Source: an optimization exercise on an open RTL-to-GDS flow (aim: small area). Production flows keep margins and buffers that such runs may drop. No run shown here included a check of the RTL's function; only the layout flow was run. Power is estimated from default activity; no workload was simulated.

==> flow/design.v <==
module System_top #(
    parameter  DATA_WIDTH='d8 ,
                DATA_DEPTH='d16,
                PRESCALE_WIDTH='d5,
                NUM_STAGES='d2,
                RATIO_WD='d4
) (
    input wire REF_CLK,
    input wire RST,
    input wire RX_IN,
    output wire TX_OUT
);
localparam [3:0] S_IDLE = 4'd0,    
                 S_WA   = 4'd1,    
                 S_WD   = 4'd2,    
                 S_WR   = 4'd3,    
                 S_RA   = 4'd4,    
                 S_RD   = 4'd5,    
                 S_CA   = 4'd6,    
                 S_CAW  = 4'd7,    
                 S_CB   = 4'd8,    
                 S_CBW  = 4'd9,    
                 S_DF   = 4'd10,   
                 S_AL   = 4'd11,   
                 S_AIM  = 4'd12,   
                 S_AID  = 4'd13,   
                 S_AS   = 4'd14,   
                 S_TX   = 4'd15;   
reg  [3:0]  state;
reg  [3:0]  slot_cnt;    
reg         clr;         
reg         rx_act;      
reg  [3:0]  cyc;         
reg  [3:0]  bitn;        
reg  [15:0] P;
reg         par;         
reg         second;      
reg         pe, pt;      
reg  [3:0]  r3;          
reg  [15:0] ring0, ring1, ring2, ring3, ring4, ring5, ring6, ring7;
wire [7:0]  T = {ring7[0], ring6[0], ring5[0], ring4[0],
                 ring3[0], ring2[0], ring1[0], ring0[0]};
wire        is2 = (slot_cnt == 4'd2);
wire        is3 = (slot_cnt == 4'd3);
wire [7:0]  rv  = {3'b000, is2, is2 | is3, is2, 1'b0, is2};
wire [3:0]  waddr = (state == S_CAW) ? 4'd0 : ((state == S_CBW) ? 4'd1 : P[3:0]);
wire        wr    = ((state == S_WR) | (state == S_CAW) | (state == S_CBW)) & (slot_cnt == waddr);
wire [7:0]  rin   = clr ? rv : (wr ? P[15:8] : T);
always @(posedge REF_CLK) begin
    ring0 <= {rin[0], ring0[15:1]};
    ring1 <= {rin[1], ring1[15:1]};
    ring2 <= {rin[2], ring2[15:1]};
    ring3 <= {rin[3], ring3[15:1]};
    ring4 <= {rin[4], ring4[15:1]};
    ring5 <= {rin[5], ring5[15:1]};
    ring6 <= {rin[6], ring6[15:1]};
    ring7 <= {rin[7], ring7[15:1]};
end
always @(posedge REF_CLK or negedge RST) begin
    if (!RST) begin
        slot_cnt <= 4'd0;
        clr      <= 1'b1;
    end else begin
        slot_cnt <= slot_cnt + 4'd1;
        if (slot_cnt == 4'd15)
            clr <= 1'b0;
    end
end
always @(posedge REF_CLK) begin
    if (is2) begin
        pe <= T[0];
        pt <= T[1];
    end
    if (is3)
        r3 <= T[3:0];
end
wire [3:0]  fn    = P[11:8];                    
wire        fmul  = (fn == 4'd2);
wire        fdiv  = (fn == 4'd3);
wire        aim   = (state == S_AIM);
wire        aid   = (state == S_AID);
wire        sub   = aid | (fn != 4'd0);
wire [7:0]  ax    = aim ? P[15:8] : (aid ? P[14:7] : P[7:0]);
wire [7:0]  ay    = aim ? (P[0] ? T : 8'h00) : (sub ? ~T : T);
wire        acin  = ~aim & sub;
wire [8:0]  asum  = {1'b0, ax} + {1'b0, ay} + {8'h00, acin};
wire [7:0]  s     = asum[7:0];
wire        c     = asum[8];
wire        ge    = P[15] | c;                  
wire        eq    = (s == 8'h00);               
wire        gt    = c & ~eq;                    
reg  [15:0] single;
always @(*) begin
    case (fn)
        4'd0:    single = {7'b0, c, s};
        4'd1:    single = {{8{~c}}, s};
        4'd4:    single = {8'h00, P[7:0] & T};
        4'd5:    single = {8'h00, P[7:0] | T};
        4'd6:    single = {8'h00, ~(P[7:0] & T)};
        4'd7:    single = {8'h00, ~(P[7:0] | T)};
        4'd9:    single = {15'b0, eq};
        4'd10:   single = {14'b0, gt, 1'b0};
        4'd11:   single = {14'b0, gt, gt};
        4'd12:   single = {9'b0, P[7:1]};
        4'd13:   single = {8'h00, P[6:0], 1'b0};
        4'd14:   single = {9'b0, T[7:1]};
        4'd15:   single = {8'h00, T[6:0], 1'b0};
        default: single = 16'h0000;
    endcase
end
wire        last  = (bitn == 4'd7);
wire        rx_en   = (state <= S_DF);
wire        tx      = (state == S_TX);
wire        bend    = (cyc[3:1] == 3'b000);     
wire        rx_smp  = rx_act & (cyc == 4'd4);   
wire        rx_dat  = rx_smp & (bitn != 4'd0) & ~bitn[3] | rx_smp & (bitn == 4'd8);
wire        rx_end  = rx_smp & ((bitn == 4'd10) | (bitn == 4'd9) & ~pe);
wire        tx_dat  = tx & bend & (bitn != 4'd0) & (bitn <= 4'd8);
wire        tx_end  = tx & bend & ((bitn == 4'd10) | (bitn == 4'd9) & ~pe);
wire [7:0]  rxb     = P[15:8];                  
wire        rd_hit  = (state == S_RD) & (slot_cnt == P[11:8]);
wire        al_hit  = (state == S_AL) & (slot_cnt == {3'b000, fmul});
wire        ai_step = aim & (slot_cnt == 4'd0) | aid & (slot_cnt == 4'd1);
wire        go_tx   = rd_hit | ai_step & last | (state == S_AS);
assign TX_OUT = ~tx | ((bitn == 4'd0) ? 1'b0 :
                       (bitn <= 4'd8) ? P[0] :
                       ((bitn == 4'd9) & pe) ? par : 1'b1);
always @(posedge REF_CLK or negedge RST) begin
    if (!RST) begin
        state  <= S_IDLE;
        rx_act <= 1'b0;
    end else begin
        if (!rx_act) begin
            if (rx_en & ~RX_IN)
                rx_act <= 1'b1;
        end else if (rx_end)
            rx_act <= 1'b0;
        case (state)
            S_IDLE: if (rx_end) begin
                        if (rxb == 8'hAA)      state <= S_WA;
                        else if (rxb == 8'hBB) state <= S_RA;
                        else if (rxb == 8'hCC) state <= S_CA;
                        else if (rxb == 8'hDD) state <= S_DF;
                    end
            S_WA:   if (rx_end) state <= S_WD;
            S_WD:   if (rx_end) state <= S_WR;
            S_WR:   if (wr) state <= S_IDLE;
            S_RA:   if (rx_end) state <= S_RD;
            S_RD:   if (rd_hit) state <= S_TX;
            S_CA:   if (rx_end) state <= S_CAW;
            S_CAW:  if (wr) state <= S_CB;
            S_CB:   if (rx_end) state <= S_CBW;
            S_CBW:  if (wr) state <= S_DF;
            S_DF:   if (rx_end) state <= S_AL;
            S_AL:   if (al_hit) state <= fmul ? S_AIM : (fdiv ? S_AID : S_AS);
            S_AIM,
            S_AID:  if (ai_step & last) state <= S_TX;
            S_AS:   state <= S_TX;
            S_TX:   if (tx_end & ~second) state <= S_IDLE;
            default: state <= S_IDLE;
        endcase
    end
end
always @(posedge REF_CLK) begin
    if (go_tx | tx_end) begin
        cyc  <= r3;
        bitn <= 4'd0;
    end else if (rx_act | tx) begin
        if (bend) begin
            cyc  <= tx ? r3 : 4'd8;
            bitn <= bitn + 4'd1;
        end else
            cyc  <= cyc - 4'd1;
    end else if (ai_step)
        bitn <= bitn + 4'd1;
    else if (!aim & !aid) begin
        cyc  <= 4'd7;       
        bitn <= 4'd0;
    end
    if (rx_dat | tx_dat)
        P <= {RX_IN, P[15:1]};
    if (rd_hit)
        P[7:0] <= T;
    if (al_hit) begin
        P[7:0] <= T;
        if (fmul | fdiv)
            P[15:8] <= 8'h00;
    end
    if (ai_step)
        P <= aim ? {c, s, P[7:1]}
                 : {(ge ? s : P[14:7]) & {8{~last}}, P[6:0], ge};
    if (state == S_AS)
        P <= single;
    if (tx & bend & (bitn == 4'd0))
        par <= pt;
    else if (tx_dat)
        par <= par ^ P[0];
    if (state == S_RD)
        second <= 1'b0;
    else if (state == S_AL)
        second <= 1'b1;
    else if (tx_end)
        second <= 1'b0;
end
endmodule
==> flow/run.sh <==
#!/bin/bash
# synth_recipe.tcl (not shown) runs the flow's synth.tcl, then flattens the netlist and writes it again
# the make line also repeats each setting of config.mk as NAME=value (left out here)
make -C /OpenROAD-flow-scripts/flow DESIGN_CONFIG=/design/flow/config.mk WORK_HOME=/design/flow/orfs CLKGATE_MAP_FILE= SYNTH_SCRIPT=/design/flow/synth_recipe.tcl finish
==> flow/config.mk <==
export PLATFORM = sky130hd
export DESIGN_NAME = System_top
export DESIGN_NICKNAME = System_top
export VERILOG_FILES = /design/flow/design.v
export SDC_FILE = /design/flow/constraint.sdc
export NUM_CORES = 4
export LEC_CHECK = 0
export CAP_MARGIN = 20
export CORE_MARGIN = 2
export CORE_UTILIZATION = 40
export SLEW_MARGIN = 20
==> flow/constraint.sdc <==
create_clock -name core_clock -period 32.0 [get_ports {REF_CLK}]
set_input_delay 6.4000 -clock core_clock [delete_from_list [all_inputs] [get_ports {REF_CLK}]]
set_output_delay 6.4000 -clock core_clock [all_outputs]
set_load 0.01 [all_outputs]
==> results of run 1 <==
[stage by stage]
step                      std cells  area, um^2  util (%)  power [uW]  hold slack, ns
final                           898        7869     45.18       604.8          0.3235
after global placement          866        7311     41.98       408.6          0.3106
after detailed placement        866        7311     41.98       412.8          0.3121
after global routing            898        7869     45.18       635.5          0.3252
after floorplan                 673        7167         -       368.5          0.3096
after CTS                       898        7869     45.18       607.7          0.3235
[critical path: stages, from the launching register on]
cell             delay, ns
dfrtp_1               0.79
and4_1                0.39
o21ai_0               0.12
clkdlybuf4s50_1       0.49
[worst paths after layout]
path / start / to / slack (ns) / cells after the start
worst max-delay path: state[1] / TX_OUT / 23.40 / 3
worst min-delay path: ring7[3] / ring7[2] / 0.32 / 0
worst max register to register: state[1] / P[0] / 27.08 / 15
worst min register to register: ring7[3] / ring7[2] / 0.32 / 0
max in group asynchronous: RST / clr / 25.31 / 1
min in group asynchronous: RST / rx_act / 6.33 / 1
[registers in the layout (all words and copies together) (netlist names), 16 cells and up]
| name | count |
|---|---|
| ring5 | 16 |
| ring1 | 16 |
| ring7 | 16 |
| P | 16 |
| ring3 | 16 |
| ring0 | 16 |
| ring2 | 16 |
| ring6 | 16 |
| ring4 | 16 |
[logic make-up after synthesis]
group                    after synthesis  share of synthesized area, %
flip-flops                           170                         50.86
AND/OR/NAND/NOR                      168                         12.69
AO/OA/AOI/OAI                        166                         16.06
buffers and inverters                 63                         4.120
multiplexers                          56                         8.834
adder cells (fa/ha/maj)               26                         4.504
XOR/XNOR                              24                         2.933
[report_power, final]
part           total [uW]  switching (uW)  internal (uW)
logic                 169            99.0           70.2
registers             243            16.3            226
clock network         193            86.7            106
total                 605             202            403
[cell type report]
cell class                      count  area share, %
Sequential cell                   170          46.32
Inverter                           22          1.049
Clock inverter                     12          1.272
Clock buffer                       20          5.820
Tap cell                          225          3.578
Timing Repair Buffer                9         0.9540
Multi-Input combinational cell    440          41.01
[cells in the mapped netlist (13+ instances only)]
cell      number  area share (%)
edfxtp_1      19             8.0
ha_1          17             3.0
dfxtp_1      141              39
xnor2_1       13             1.6
nand2_1       50             2.6
a21oi_1       22             1.5
buf_2         17             1.2
nor2_1        31             1.6
clkbuf_1      16            0.84
inv_1         22             1.2
o21ai_0       56             3.9
mux2i_1       43             6.0
[routing by layer]
layer	vias to the layer above	track usage, %
met1	2430	24.34
met3	28	4.167
met4	0	7.993
met5	-	0
li1	2401	-
met2	182	29.48
==> summary.txt, run 1 <==
Global routing
  • Total global-route track usage: 18.57%
  • Vias in the first global route: 4,865
  • Pin count of the biggest net entering global routing: 40
  • First-pass GRT wire length: 26,720 um
  • GRT overflow: 0
  • Initial antenna violation count: 0

Timing
  • Clk_skew: 0.02635 ns
  • Tmin final: 8.605 ns
  • Final period util: 26.89%
  • Max frequency: 116.2 MHz
  • RSZ-0062 raised after global routing: no
  • Worst Tran Pin Value: 0.8286 ns
  • Final setup vio count: 0
  • Slew Viols, Final: 0
  • Final hold vios: 0
  • Slew HR: 44.59%
  • Final worst slack: 23.40 ns
  • Fin Setup TNS: 0 ns

Drt
  • Routed wire length: 16,610 um
  • 1st-pass router iterations: 5
  • DR vias: 5,041
  • Drc violations: 0
  • Routed WL per cell: 18.49 um
  • Met1 wire length: 7378 um
  • Metal2 WL: 7842 um
  • Post-route ant nets: 0
  • Metal3 WL: 966 um
  • Top Layer Used: met4
  • Vias per cell: 5.614
  • Initial DRC count: 456

Worst setup path
  • Setup crit start kind: register
  • CP arrival: 2.20 ns
  • Required time worst endpoint: 25.60 ns
  • Worst-path maximum fanout: 25
  • Crit end category: output port
  • WS Path Type: reg2out

CTS
  • Worst skew pair latency: 0.43 ns
  • CTS resizes: 0
  • CTS hold repair buffers: 0
  • Root Buffer: clkbuf_16
  • TritonCTS clock tree: done
  • Clk buf depth: 2
  • CTS clk-pin slew, worst paths: 0.07 ns
  • Postcts setup bufs: 0
  • Number of buffers created by CTS: 17
  • Sink Count: 170
  • Max H-tree Level: 4

Logic synthesis
  • Fraction of registers with async set/reset: 5.882%
  • YS warnings: 1
  • Post-synthesis sequential area ratio: 50.86%
  • Top_reg_cell synth: dfxtp_1
  • EDFF count, synth: 19
  • Synthesized area per cell: 10.65 um^2
  • Post-synthesis cell count: 673
  • Post-Syn Area: 7167 um^2
  • Distinct cell type count of the synthesized netlist: 90
  • Synthesis-stage register bit count: 170
  • Syn nets: 695

Finish
  • Reg area: 3645 um^2
  • Nets: 682
  • Diode count: 0
  • Fill count: 1,605
  • Syn-to-layout area delta: 9.794%
  • Area occupied by multi-input gates: 3227 um^2
  • Leading cell types in the layout, fill and taps excluded: 141 x dfxtp_1, 56 x o21ai_0, 50 x nand2_1
  • Most common cell after layout, fill and taps aside: dfxtp_1
  • Share of layout cells above drive strength 1: 10.85%

Outcome
  • Outcome: no timing/DRC/antenna violations

Floorplanning
  • I/O pin cnt: 4
  • Site row count: 48
  • Die Width: 137.9 um
  • Die extent in y: 137.9 um
  • Core ar.: 17,420 um^2
  • Die area: 19,000 um^2
  • Initial Utilization: 41.15%

Hold path
  • Min-delay worst type: reg2reg

Place
  • Worst slack, placed: 23.83 ns
  • IO Port Bufs: 3
  • Dpl hpwl: 11,240 um
  • GPL Wtd Cong: 0.8944

Pwr
  • Leakage: 0.003004 uW
  • Peak VDD IR: 0.04757 mV
  • Pwr Density: 76.86 nW/um^2

Run
  • Max Cap Viol: 0
==> run 2, diff against run 1 <==
--- a/flow/config.mk
+++ b/flow/config.mk
@@ -5,7 +5,9 @@
 export SDC_FILE = /design/flow/constraint.sdc
 export NUM_CORES = 4
 export LEC_CHECK = 0
+export ABC_AREA = 1
 export CAP_MARGIN = 20
 export CORE_MARGIN = 2
-export CORE_UTILIZATION = 40
+export CORE_UTILIZATION = 60
+export CTS_BUF_LIST = sky130_fd_sc_hd__clkbuf_8
 export SLEW_MARGIN = 20
==> run 2 against run 1 <==
  * Clock power is 21% lower
  * Clock-buffer cell count is 3 lower
  * Clock skew is 0.011 ns lower
  * Power shrank 1.6%
  * Wire length rose by 7.5%
  * Non-clock buffer count fell by 6
  * Sequential cell count did not move
  * Critical endpoint unchanged
==> summary.txt, run 2 <==
Outcome
  • Outcome: no timing/DRC/antenna violations

Logic synthesis
  • Post-Syn Area: 7018 um^2
  • Area share of the largest cell type after synthesis: 40.22%
  • Distinct cell type count of the synthesized netlist: 47
  • YS warnings: 1
  • Synthesis-stage register bit count: 170
  • Fraction of registers with async set/reset: 5.882%
  • Post-synthesis sequential area ratio: 51.93%
  • Synthesized area per cell: 8.276 um^2
  • Synth top area cells: dfxtp_1 40%, nand2_1 8.7%, edfxtp_1 8.1%, o21ai_0 6.6%, inv_1 6.0%
  • Post-synthesis cell count: 848
  • Syn nets: 870
  • Post-synth top cells: 162 x nand2_1, 141 x dfxtp_1, 112 x inv_1
  • Cell taking the most area after synthesis: dfxtp_1
  • Top-count cell post-synth: nand2_1
  • Top_reg_cell synth: dfxtp_1
  • EDFF count, synth: 19

Worst setup path
  • WS Path Type: reg2out
  • R2R cell count: 20
  • Worst-path maximum fanout: 5
  • CP arrival: 2.28 ns
  • Setup slack, reg-to-reg: 27.59 ns
  • Setup crit start kind: register
  • R2r endpoint: P[8]
  • Crit path launch: bitn[0]
  • Crit end category: output port
  • Required time worst endpoint: 25.60 ns
  • Reg2reg start: state[0]

Hold path
  • Worst hold path stage count: 0
  • Min-delay worst type: reg2reg
  • Worst hold path endpoint: ring0[11]
  • Worst Min Path Start: ring0[12]

Timing
  • Max frequency: 115.3 MHz
  • Worst Tran Pin Value: 0.8630 ns
  • Clk_skew: 0.01556 ns
  • Final hold vios: 0
  • Final setup vio count: 0
  • RSZ-0062 raised after global routing: no
  • Final period util: 27.11%
  • Slew Viols, Final: 0
  • Slew HR: 42.26%
  • Final Hold Slack: 0.3310 ns
  • Tmin final: 8.676 ns
  • Fin Setup TNS: 0 ns
  • Final worst slack: 23.32 ns

Global routing
  • Routing usage on met3: 6.641%
  • Met2 usage: 45.10%
  • Pin count of the biggest net entering global routing: 28
  • Gr busiest metal: met2
  • Initial antenna violation count: 0
  • Vias in the first global route: 5,563
  • First-pass GRT wire length: 29,010 um
  • M1 GR Usage: 39.87%
  • Total global-route track usage: 29.44%
  • GRT overflow: 0

Floorplanning
  • Site row count: 39
  • Die extent in y: 112.2 um
  • Die area: 12,580 um^2
  • Core ar.: 11,420 um^2
  • Initial Utilization: 61.46%
  • I/O pin cnt: 4
  • Die Width: 112.2 um

Place
  • Dpl hpwl: 12,730 um
  • Worst slack, placed: 23.85 ns
  • GPL Wtd Cong: 0.9608
  • IO Port Bufs: 3

Drt
  • Routed wire length: 17,860 um
  • Vias per cell: 5.876
  • Post-route ant nets: 0
  • Initial DRC count: 824
  • Routed WL per cell: 17.73 um
  • Drc violations: 0
  • DR vias: 5,917
  • 1st-pass router iterations: 5

CTS
  • Number of buffers created by CTS: 17
  • Max H-tree Level: 4
  • Postcts setup bufs: 0
  • Clk buf depth: 2
  • Worst skew pair latency: 0.47 ns
  • CTS hold repair buffers: 0
  • CTS clk-pin slew, worst paths: 0.10 ns
  • Root Buffer: clkbuf_8
  • CTS resizes: 0
  • Sink Count: 170
  • TritonCTS clock tree: done

Finish
  • Syn-to-layout area delta: 7.363%
  • Nets: 873
  • Most common cell after layout, fill and taps aside: nand2_1
  • Share of layout cells above drive strength 1: 6.250%
  • Leading cell types in the layout, fill and taps excluded: 162 x nand2_1, 141 x dfxtp_1, 112 x inv_1
  • Diode count: 0
  • Fill count: 966

Pwr
  • Leakage: 0.003364 uW
  • Pwr Density: 79.00 nW/um^2
  • Final Total Pwr: 595.2 uW
  • Peak VDD IR: 0.05587 mV

Run
  • Max Cap Viol: 0
-- run 2: changes by cell type in the layout (fill, tap and decap cells not counted), sizes merged, moves of 17 or more --
cell | before | now
o22ai | 1 | 18
o21ai | 59 | 97
inv | 31 | 122
nand2 | 50 | 167
nand3 | 11 | 42
mux2i | 43 | 0
nor2 | 32 | 69
a21oi | 23 | 56
-- run 2: worst max path at each step --
stage,end,depth (start not counted)
4_1_cts,TX_OUT,8
5_1_grt,TX_OUT,8
3_3_place_gp,TX_OUT,8
3_5_place_dp,TX_OUT,8
6_report,TX_OUT,8
2_1_floorplan,TX_OUT,7
-- run 2: kinds of logic (layout without fill, tap and decap cells) --
| logic type | after synthesis | count (layout) | share of synthesized area [%] |
|---|---|---|---|
| compound gates | 194 | 194 | 15.19 |
| simple gates | 322 | 322 | 20.47 |
| xor+xnor | 9 | 9 | 1.123 |
| fa+ha+maj | 19 | 19 | 3.601 |
| flops | 170 | 170 | 51.93 |
| buf+inv | 134 | 150 | 7.684 |
-- run 2: layout make-up --
class	instances	area, um^2	area share [%]
multi-input combinational	544	2834	37.61
clock buffer	17	234.0	3.105
tap	143	178.9	2.375
clock inverter	15	176.4	2.341
sequential	170	3645	48.37
timing repair buffer	3	30.03	0.3985
inverter	115	436.7	5.795
-- run 2: report_power, final --
group          leakage [uW]  switching, uW  internal [uW]
Combinational       0.00172            136           62.2
Clock              0.000199           91.6           60.0
Sequential          0.00144           16.8            229
-- run 2: through the flow --
step                area [um^2]  util, %  cells
detailed placement         7124    62.39    975
finish                     7535    65.99   1007
CTS                        7535    65.99   1007
floorplan                  7018        -    848
global placement           7124    62.39    975
global route               7535    65.99   1007
-- run 2: critical path: stages, from the launching register on --
cell and delay [ns]:
dfxtp_1 0.41, inv_1 0.10, ha_1 0.24, nand2_1 0.09
nand2_1 0.10, inv_1 0.08, o21ai_0 0.07, o21ai_0 0.16
clkdlybuf4s50_1 0.55
-- run 2: layer usage --
layer / share of wire [%] / vias up
li1: - / 2815
met5: 0 / -
met1: 42 / 2751
met2: 45 / 300
met3: 8.7 / 51
met4: 3.7 / 0

static timing again, ports no longer ideal:
In the flow no input, the clock included, has a driving cell. The finished layouts below were timed again as built, in two steps.
Step 1: set_driving_cell puts a clkbuf_16 on REF_CLK and a buf_2 on each other input, an assumption about the parent block.
Step 2 times the ports against the registers' clock, not the clock port: input delays grow and output delays shrink by t, the midpoint of the rising clock arrivals with the driver on.
Three values: no drivers, after step 1, after step 2; two values: the first two.
run | t (ns) | slack for setup (ns) | clock arrival spread, ns | worst register clock-pin slew, ns
run 1 | 0.463 | 23.395 / 23.354 / 23.816 | 0.026 / 0.027 | 0.07 / 0.07
run 2 | 0.495 | 23.324 / 23.289 / 23.785 | 0.017 / 0.017 | 0.11 / 0.11
After both steps every run listed still meets setup and hold.
